Background: an optimization exercise with open tools, aiming at small area, a short achievable clock period and few clock cycles. Do not read the settings as production practice.
Function was checked by simulation only, so behaviour that the tests miss may differ from the original.
No driver is modelled on the clock port, so clock power and skew are understated where the tree is cut down; a real chip needs a root buffer or a tree.
No activity file was given, so power comes from the tool's default toggle rates.

==> trial 95 <==
==> flow/design.v <==
module LZ77_Encoder(clk,reset,chardata,valid,encode,finish,offset,match_len,char_nxt);
input               clk;
input               reset;
input       [7:0]   chardata;
output reg          valid;
output              encode;
output reg          finish;
output reg  [3:0]   offset;
output reg  [2:0]   match_len;
output      [7:0]   char_nxt;
assign encode = 1'b1;
reg [79:0] hist;
reg [3:0]  cnt;
reg        st;
reg [9:1]  al;
always @(posedge clk)
    hist <= {hist[71:0], chardata};
reg [3:0] cnt_nx;
always @(*)
    case (cnt)
        4'd0: cnt_nx = 4'd1;
        4'd1: cnt_nx = 4'd2;
        4'd2: cnt_nx = 4'd3;
        4'd3: cnt_nx = 4'd4;
        4'd4: cnt_nx = 4'd5;
        4'd5: cnt_nx = 4'd6;
        4'd6: cnt_nx = 4'd7;
        4'd7: cnt_nx = 4'd8;
        4'd8: cnt_nx = 4'd9;
        default: cnt_nx = 4'd10;
    endcase
always @(posedge clk or posedge reset)
    if (reset) cnt <= 4'd0;
    else       cnt <= cnt_nx;
wire [7:0] cur = hist[7:0];
assign char_nxt = hist[15:8];
wire [9:1] eq;
genvar g;
generate
    for (g = 1; g <= 9; g = g + 1) begin : cmp
        assign eq[g] = (hist[8*g +: 8] == cur);
    end
endgenerate
wire [9:1] vm;
assign vm[1] = cnt[3] | cnt[2] | cnt[1];
assign vm[2] = cnt[3] | cnt[2] | (cnt[1] & cnt[0]);
assign vm[3] = cnt[3] | cnt[2];
assign vm[4] = cnt[3] | (cnt[2] & (cnt[1] | cnt[0]));
assign vm[5] = cnt[3] | (cnt[2] & cnt[1]);
assign vm[6] = cnt[3] | (cnt[2] & cnt[1] & cnt[0]);
assign vm[7] = cnt[3];
assign vm[8] = cnt[3] & (cnt[1] | cnt[0]);
assign vm[9] = cnt[3] & cnt[1];
wire       en = (cnt != 4'd0);
wire [2:0] je = st ? 3'd0 : match_len;
wire [9:1] a  = al & eq & vm;
wire [2:0] jn = {je[2] ^ (je[1] & je[0]), je[1] ^ je[0], ~je[0]};
reg [3:0] enc;
integer k;
always @(*) begin
    enc = 4'd0;
    for (k = 1; k <= 9; k = k + 1)
        if (al[k]) enc = k - 1;
end
wire kill = (a == 9'd0) || (je == 3'd7);
wire nk   = kill | ~en;
wire emit = en & kill & ~finish;
always @(posedge clk) begin
    st        <= nk;
    al        <= a | {9{nk}};
    match_len <= kill ? je : jn;
    offset    <= st ? 4'd0 : enc;
end
always @(posedge clk or posedge reset)
    if (reset) begin
        valid  <= 1'b0;
        finish <= 1'b0;
    end else begin
        valid <= emit;
        if (emit && cur == 8'h24) finish <= 1'b1;
    end
endmodule
==> flow/flow/run.sh <==
#!/bin/bash
# Layout flow: the standard synthesis, then the ORFS layout steps with
# settings from flow/params.sh (port buffer cell, setup margin for
# repair_timing), every logic cell first reset to its smallest drive strength
# so that repair only upsizes what timing needs, the input port buffers
# made smaller (flow/ports.tcl), and the clock tree that CTS builds replaced by one level of
# buffers (flow/clocktree.tcl).
# Each tool's output goes to a log file here.
set -euo pipefail
source flow/params.sh
R=orfs/results/$FLOW_PLATFORM/LZ77_Encoder/base
bash standard.sh synth > synth.log 2>&1
if [[ "${DOWNSIZE:-0}" == 1 ]]; then
  IN_DB=$R/1_synth.odb openroad -no_init -exit flow/downsize.tcl > downsize.log 2>&1
fi
export CLK_GROUPS CLK_BUF IN_PORT_BUF OUT_PORT_BUF
bash standard.sh "${MAKEVARS[@]}" POST_CTS_TCL=$PWD/flow/clocktree.tcl \
  "BUFFER_PORTS_ARGS=-buffer_cell $OUT_PORT_BUF" POST_GLOBAL_PLACE_TCL=$PWD/flow/ports.tcl finish > layout.log 2>&1
==> flow/flow/clocktree.tcl <==
# POST_CTS hook: replace the clock tree that CTS built with one level of
# clock buffers driven by the clock port. The registers are split into
# CLK_GROUPS groups of about equal size by recursive median cuts of their
# positions; each group gets one buffer (CLK_BUF) at its centre, so every
# register sees the same structure: port -> one buffer -> clock pin.
set block [ord::get_db_block]
set db [ord::get_db]
set ngroups $::env(CLK_GROUPS)
set bufm [$db findMaster $::env(CLK_BUF)]

set clkport [$block findBTerm clk]
set clknet [$clkport getNet]

# every clock pin of a register, wherever in the tree it hangs now
set sinks {}
set cts_insts {}
foreach inst [$block getInsts] {
  set mname [[$inst getMaster] getName]
  if {[regexp {__(df|edf|sdf)} $mname]} {
    set ck [$inst findITerm CLK]
    if {$ck ne "NULL"} { lappend sinks $ck }
  }
}
# the buffers CTS made: instances whose output drives a clock net
foreach net [$block getNets] {
  if {[$net getSigType] ne "CLOCK"} continue
  foreach it [$net getITerms] {
    set inst [$it getInst]
    set mname [[$inst getMaster] getName]
    if {[regexp {__(clkbuf|clkinv|buf|inv|bufinv|clkdly)} $mname] && [$it isOutputSignal]} {
      lappend cts_insts $inst
    }
  }
}
set cts_insts [lsort -unique $cts_insts]
puts "clocktree: [llength $sinks] sinks, removing [llength $cts_insts] CTS cells"
set oldnets {}
foreach inst $cts_insts {
  foreach it [$inst getITerms] {
    set n [$it getNet]
    if {$n ne "NULL" && $n ne $clknet} { lappend oldnets $n }
    $it disconnect
  }
  odb::dbInst_destroy $inst
}
foreach ck $sinks { if {[$ck getNet] ne "NULL"} { $ck disconnect } }
foreach n [lsort -unique $oldnets] {
  if {[llength [$n getITerms]] == 0 && [llength [$n getBTerms]] == 0} { odb::dbNet_destroy $n }
}

proc pin_xy {it} {
  set inst [$it getInst]
  set b [$inst getBBox]
  return [list [expr {([$b xMin] + [$b xMax]) / 2}] [expr {([$b yMin] + [$b yMax]) / 2}]]
}
proc split_groups {items n axis} {
  if {$n <= 1} { return [list $items] }
  set keyed {}
  foreach it $items { lappend keyed [list [lindex [pin_xy $it] $axis] $it] }
  set keyed [lsort -integer -index 0 $keyed]
  set n1 [expr {$n / 2}]
  set cut [expr {int(round([llength $keyed] * double($n1) / $n))}]
  set a {}; set b {}
  set i 0
  foreach k $keyed { if {$i < $cut} { lappend a [lindex $k 1] } else { lappend b [lindex $k 1] }; incr i }
  set nx [expr {1 - $axis}]
  return [concat [split_groups $a $n1 $nx] [split_groups $b [expr {$n - $n1}] $nx]]
}
# cut first across the longer side of the sink region
set xs {}; set ys {}
foreach ck $sinks { lassign [pin_xy $ck] x y; lappend xs $x; lappend ys $y }
set xs [lsort -integer $xs]; set ys [lsort -integer $ys]
set axis [expr {([lindex $xs end] - [lindex $xs 0]) >= ([lindex $ys end] - [lindex $ys 0]) ? 0 : 1}]
set groups [split_groups $sinks $ngroups $axis]

set gi 0
foreach g $groups {
  set sx 0; set sy 0
  foreach ck $g { lassign [pin_xy $ck] x y; set sx [expr {$sx + $x}]; set sy [expr {$sy + $y}] }
  set cx [expr {$sx / [llength $g]}]; set cy [expr {$sy / [llength $g]}]
  set buf [odb::dbInst_create $block $bufm "clkbuf_root_$gi"]
  set net [odb::dbNet_create $block "clknet_root_$gi"]
  $net setSigType CLOCK
  [$buf findITerm A] connect $clknet
  [$buf findITerm X] connect $net
  foreach ck $g { $ck connect $net }
  $buf setLocation [expr {$cx - [$bufm getWidth] / 2}] [expr {$cy - [$bufm getHeight] / 2}]
  $buf setPlacementStatus PLACED
  puts "clocktree: group $gi: [llength $g] sinks, buffer at $cx $cy"
  incr gi
}
detailed_placement
check_placement -verbose
estimate_parasitics -placement
report_clock_latency -include_internal_latency
report_clock_skew
==> flow/flow/downsize.tcl <==
# Swap every logic cell to the smallest-area cell of its family (same
# function, other drive strength). Flip-flops keep their type.
read_db $::env(IN_DB)
set db [ord::get_db]
set fam {}
foreach lib [$db getLibs] {
  foreach m [$lib getMasters] {
    set n [$m getName]
    if {[regexp {^(sky130_fd_sc_hd__[a-z0-9]+)_([0-9]+)$} $n -> base drv]} {
      dict lappend fam $base $m
    }
  }
}
set swapped 0
foreach inst [[ord::get_db_block] getInsts] {
  set m [$inst getMaster]
  set n [$m getName]
  if {![regexp {^(sky130_fd_sc_hd__[a-z0-9]+)_([0-9]+)$} $n -> base drv]} continue
  if {[regexp {__(df|edf|sdf|dl|sedf|clk|conb|tap|fill|decap)} $n]} continue
  set best $m
  set ba [expr {[$m getWidth] * [$m getHeight]}]
  foreach c [dict get $fam $base] {
    set a [expr {[$c getWidth] * [$c getHeight]}]
    if {$a < $ba} { set best $c; set ba $a }
  }
  if {$best ne $m} {
    $inst swapMaster $best
    incr swapped
  }
}
puts "downsized $swapped instances"
write_db $::env(IN_DB)
==> flow/flow/params.sh <==
DOWNSIZE=1
CLK_GROUPS=4
CLK_BUF=sky130_fd_sc_hd__buf_12
IN_PORT_BUF=sky130_fd_sc_hd__buf_1
OUT_PORT_BUF=sky130_fd_sc_hd__buf_2
MAKEVARS=("CTS_ARGS=-sink_clustering_enable -repair_clock_nets -dont_use_dummy_load -sink_clustering_size 30 -buf_list sky130_fd_sc_hd__clkbuf_8" SETUP_SLACK_MARGIN=9.45)
==> flow/flow/ports.tcl <==
# POST_GLOBAL_PLACE hook: ORFS has buffered every port with BUFFER_PORTS_ARGS'
# cell; the input buffers (instances inputN), whose paths have timing slack,
# get the smaller IN_PORT_BUF cell instead.
set m [[ord::get_db] findMaster $::env(IN_PORT_BUF)]
foreach inst [[ord::get_db_block] getInsts] {
  if {[regexp {^input[0-9]+$} [$inst getName]] && [regexp {__buf_} [[$inst getMaster] getName]]} {
    puts "ports: [$inst getName] -> $::env(IN_PORT_BUF)"
    $inst swapMaster $m
  }
}
==> flow/standard.sh <==
#!/bin/bash
# synth_recipe.tcl (not shown) runs the flow's synth.tcl, then flattens the netlist and writes it again
# the make line also repeats each setting of config.mk as NAME=value (left out here)
make -C /OpenROAD-flow-scripts/flow DESIGN_CONFIG=/design/flow/config.mk WORK_HOME=/design/flow/orfs CLKGATE_MAP_FILE= SYNTH_SCRIPT=/design/flow/synth_recipe.tcl "${@:-finish}"
==> flow/config.mk <==
export PLATFORM = sky130hd
export DESIGN_NAME = LZ77_Encoder
export DESIGN_NICKNAME = LZ77_Encoder
export VERILOG_FILES = /design/flow/design.v
export SDC_FILE = /design/flow/constraint.sdc
export NUM_CORES = 8
export LEC_CHECK = 0
export CAP_MARGIN = 40
export CORE_MARGIN = 2
export CORE_UTILIZATION = 30
export PLACE_DENSITY = 0.35
export SLEW_MARGIN = 40
==> flow/constraint.sdc <==
create_clock -name core_clock -period 13.0 [get_ports {clk}]
set_input_delay 2.6000 -clock core_clock [delete_from_list [all_inputs] [get_ports {clk}]]
set_output_delay 2.6000 -clock core_clock [all_outputs]
set_load 0.01 [all_outputs]
==> build 81 (differences from trial 95) <==
==> flow/flow/run.sh (replaced) <==
#!/bin/bash
# Layout flow: the standard synthesis, then the ORFS layout steps with
# settings from flow/params.sh (port buffer cell, setup margin for
# repair_timing), every logic cell first reset to its smallest drive strength
# so that repair only upsizes what timing needs, the ports buffered by
# flow/ports.tcl, and the clock tree that CTS builds replaced by one level of
# buffers (flow/clocktree.tcl).
# Each tool's output goes to a log file here.
set -euo pipefail
source flow/params.sh
R=orfs/results/$FLOW_PLATFORM/LZ77_Encoder/base
bash standard.sh synth > synth.log 2>&1
if [[ "${DOWNSIZE:-0}" == 1 ]]; then
  IN_DB=$R/1_synth.odb openroad -no_init -exit flow/downsize.tcl > downsize.log 2>&1
fi
export CLK_GROUPS CLK_BUF IN_PORT_BUF OUT_PORT_BUF
bash standard.sh "${MAKEVARS[@]}" POST_CTS_TCL=$PWD/flow/clocktree.tcl \
  DONT_BUFFER_PORTS=1 PRE_GLOBAL_PLACE_TCL=$PWD/flow/ports.tcl finish > layout.log 2>&1
==> flow/flow/params.sh (replaced) <==
DOWNSIZE=1
CLK_GROUPS=4
CLK_BUF=sky130_fd_sc_hd__buf_12
IN_PORT_BUF=sky130_fd_sc_hd__buf_2
OUT_PORT_BUF=sky130_fd_sc_hd__buf_2
MAKEVARS=("CTS_ARGS=-sink_clustering_enable -repair_clock_nets -dont_use_dummy_load -sink_clustering_size 30 -buf_list sky130_fd_sc_hd__clkbuf_8" SETUP_SLACK_MARGIN=9.45 CORE_UTILIZATION=60 PLACE_DENSITY=0.7)
==> flow/flow/ports.tcl (replaced) <==
# PRE_GLOBAL_PLACE hook: buffer every input and output port, with a small
# buffer on the inputs (which have timing slack) and a faster one on the
# outputs. ORFS's own port buffering is turned off (DONT_BUFFER_PORTS=1).
buffer_ports -inputs -buffer_cell $::env(IN_PORT_BUF)
buffer_ports -outputs -buffer_cell $::env(OUT_PORT_BUF)
==> build 88 (differences from trial 95) <==
==> flow/flow/ports.tcl (replaced) <==
# POST_GLOBAL_PLACE hook: ORFS has buffered every port with BUFFER_PORTS_ARGS'
# cell; the input buffers, whose paths have timing slack, get the smaller
# IN_PORT_BUF cell instead.
set m [[ord::get_db] findMaster $::env(IN_PORT_BUF)]
foreach p [get_ports -quiet *] {
  if {[get_property $p direction] ne "input"} continue
  foreach pin [get_pins -quiet -of_objects [get_nets -of_objects $p]] {
    set inst [[ord::get_db_block] findInst [get_full_name [get_cells -of_objects $pin]]]
    if {$inst eq "NULL"} continue
    if {[regexp {__(buf|clkbuf)_} [[$inst getMaster] getName]] && [string match "input*" [$inst getName]]} {
      puts "ports: [$inst getName] -> $::env(IN_PORT_BUF)"
      $inst swapMaster $m
    }
  }
}
==> trial 23 (differences from trial 95) <==
--- a/flow/design.v
+++ b/flow/design.v
@@ -26,8 +26,7 @@
         4'd5: cnt_nx = 4'd6;
         4'd6: cnt_nx = 4'd7;
         4'd7: cnt_nx = 4'd8;
-        4'd8: cnt_nx = 4'd9;
-        default: cnt_nx = 4'd10;
+        default: cnt_nx = 4'd9;
     endcase
 always @(posedge clk or posedge reset)
     if (reset) cnt <= 4'd0;
@@ -41,35 +40,35 @@
         assign eq[g] = (hist[8*g +: 8] == cur);
     end
 endgenerate
-wire [9:1] vm;
-assign vm[1] = cnt[3] | cnt[2] | cnt[1];
-assign vm[2] = cnt[3] | cnt[2] | (cnt[1] & cnt[0]);
-assign vm[3] = cnt[3] | cnt[2];
-assign vm[4] = cnt[3] | (cnt[2] & (cnt[1] | cnt[0]));
-assign vm[5] = cnt[3] | (cnt[2] & cnt[1]);
-assign vm[6] = cnt[3] | (cnt[2] & cnt[1] & cnt[0]);
-assign vm[7] = cnt[3];
-assign vm[8] = cnt[3] & (cnt[1] | cnt[0]);
-assign vm[9] = cnt[3] & cnt[1];
+wire [9:1] mask;
+assign mask[1] = |cnt;
+assign mask[2] = cnt[3] | cnt[2] | cnt[1];
+assign mask[3] = cnt[3] | cnt[2] | (cnt[1] & cnt[0]);
+assign mask[4] = cnt[3] | cnt[2];
+assign mask[5] = cnt[3] | (cnt[2] & (cnt[1] | cnt[0]));
+assign mask[6] = cnt[3] | (cnt[2] & cnt[1]);
+assign mask[7] = cnt[3] | (cnt[2] & cnt[1] & cnt[0]);
+assign mask[8] = cnt[3];
+assign mask[9] = cnt[3] & cnt[0];
 wire       en = (cnt != 4'd0);
 wire [2:0] je = st ? 3'd0 : match_len;
-wire [9:1] a  = al & eq & vm;
+wire [9:1] a  = al & eq;
 wire [2:0] jn = {je[2] ^ (je[1] & je[0]), je[1] ^ je[0], ~je[0]};
 reg [3:0] enc;
 integer k;
 always @(*) begin
     enc = 4'd0;
     for (k = 1; k <= 9; k = k + 1)
-        if (al[k]) enc = k - 1;
+        if (a[k]) enc = k - 1;
 end
 wire kill = (a == 9'd0) || (je == 3'd7);
 wire nk   = kill | ~en;
 wire emit = en & kill & ~finish;
 always @(posedge clk) begin
     st        <= nk;
-    al        <= a | {9{nk}};
+    al        <= nk ? mask : a;
     match_len <= kill ? je : jn;
-    offset    <= st ? 4'd0 : enc;
+    if (!(kill && !st)) offset <= enc;
 end
 always @(posedge clk or posedge reset)
     if (reset) begin
==> flow/flow/run.sh (replaced) <==
#!/bin/bash
# Layout flow: the standard synthesis, then the ORFS layout steps with
# settings from flow/params.sh (port buffer cell, setup margin for
# repair_timing), every logic cell first reset to its smallest drive strength
# so that repair only upsizes what timing needs, and the clock tree that CTS
# builds replaced by one level of buffers (flow/clocktree.tcl).
# Each tool's output goes to a log file here.
set -euo pipefail
source flow/params.sh
R=orfs/results/$FLOW_PLATFORM/LZ77_Encoder/base
bash standard.sh synth > synth.log 2>&1
if [[ "${DOWNSIZE:-0}" == 1 ]]; then
  IN_DB=$R/1_synth.odb openroad -no_init -exit flow/downsize.tcl > downsize.log 2>&1
fi
export CLK_GROUPS CLK_BUF
bash standard.sh "${MAKEVARS[@]}" POST_CTS_TCL=$PWD/flow/clocktree.tcl finish > layout.log 2>&1
==> flow/flow/params.sh (replaced) <==
DOWNSIZE=1
CLK_GROUPS=4
CLK_BUF=sky130_fd_sc_hd__clkbuf_16
MAKEVARS=("BUFFER_PORTS_ARGS=-buffer_cell sky130_fd_sc_hd__buf_2" "CTS_ARGS=-sink_clustering_enable -repair_clock_nets -dont_use_dummy_load -sink_clustering_size 30 -buf_list sky130_fd_sc_hd__clkbuf_8" SETUP_SLACK_MARGIN=9.75)
removed: flow/flow/ports.tcl
==> comparison table <==
metric                                                                  trial 95                         build 88                 trial 23              build 81
Placed Instance Area                                                   3613 um^2                                -                3826 um^2             3410 um^2
Levels on crit path                                                            1                                -                        1                     0
Worst hold path class                                       register to register                                -     register to register  register to register
Reg-to-reg slack, setup                                                 10.12 ns                                -                 10.18 ns              10.23 ns
Met3 layer usage reported by global route                                 3.292%                                -                   3.188%                5.114%
Pwr Total                                                               507.6 uW                                -                 535.3 uW              498.1 uW
Non-Clock Inverter Count                                                       6                                -                        5                     6
Number of diodes added for antenna fixing                                      0                                -                        0                     0
Capture instance of the worst register-to-register path     match_len[1]$_DFF_P_                                -  offset[0]$_SDFFCE_PP0N_  match_len[2]$_DFF_P_
Design internal power                                                   398.4 uW                                -                 417.9 uW              396.2 uW
DP HPWL                                                                  5098 um                                -                  5865 um               4127 um
Reported net switching power                                            109.2 uW                                -                 117.4 uW              101.9 uW
Total global routing track utilization                                    12.01%                                -                   12.70%                19.26%
Result of the run                               no timing/DRC/antenna violations        aborted with a tool error  no timing/DRC/antenna violations  no timing/DRC/antenna violations
Failing step                                                                   -  global placement (3_3_place_gp)                        -                     -
Worst slew margin relative to its limit                                   46.18%                                -                   56.43%                50.15%
Overall overflow remaining after global route                                  0                                -                        0                     0
Total Routed Length                                                      6611 um                                -                  7531 um               5468 um
Combined buffer and inverter count along the critical path                     1                                -                        1                     -
Starting DRC count in detailed routing                                        43                                -                       76                   130
Detail Route met2 WL                                                     3006 um                                -                  3455 um               2648 um
Grt met1 use                                                              16.20%                                -                   17.21%                24.37%
Startpoint class of the critical path                                   register                                -                 register              register
Testbench counts of trial 95, summed over its fixed seeds: cycles 24,720.
Testbench counts of build 81, summed over its fixed seeds: cycles 24,720.
Testbench counts of build 88, summed over its fixed seeds: cycles 24,720.
Testbench counts of trial 23, summed over its fixed seeds: cycles 24,720.
In trial 95, build 81 and trial 23 the design's own scripts or RTL, not TritonCTS, make the clock network.

==> what the ideal ports hide <==
The results above use ideal ports. As a check the final layouts listed here were re-extracted and re-timed, cells and wires unchanged. Step 1 (the two cells are an assumption about what drives the block):
set clk [get_ports {clk}]
set_driving_cell -lib_cell sky130_fd_sc_hd__clkbuf_16 $clk
set_driving_cell -lib_cell sky130_fd_sc_hd__buf_2 [delete_from_list [all_inputs] $clk]
Step 2, shift: input delay + t, output delay - t, t = (earliest + latest rising clock arrival at the registers) / 2. This alone moves slack from input paths to output paths. a / b / c = ideal ports / drivers / drivers and shift; a / b = the first two.
run | t (ns) | setup WS [ns] | worst slew at a driven data input, ns
trial 95 | 0.219 | 9.727 / 9.641 / 9.860 | 0.03
build 81 | 0.211 | 9.820 / 9.735 / 9.947 | 0.03
trial 23 | 0.239 | 9.722 / 9.641 / 9.880 | 0.03
After both steps setup and hold are still met in every run listed.
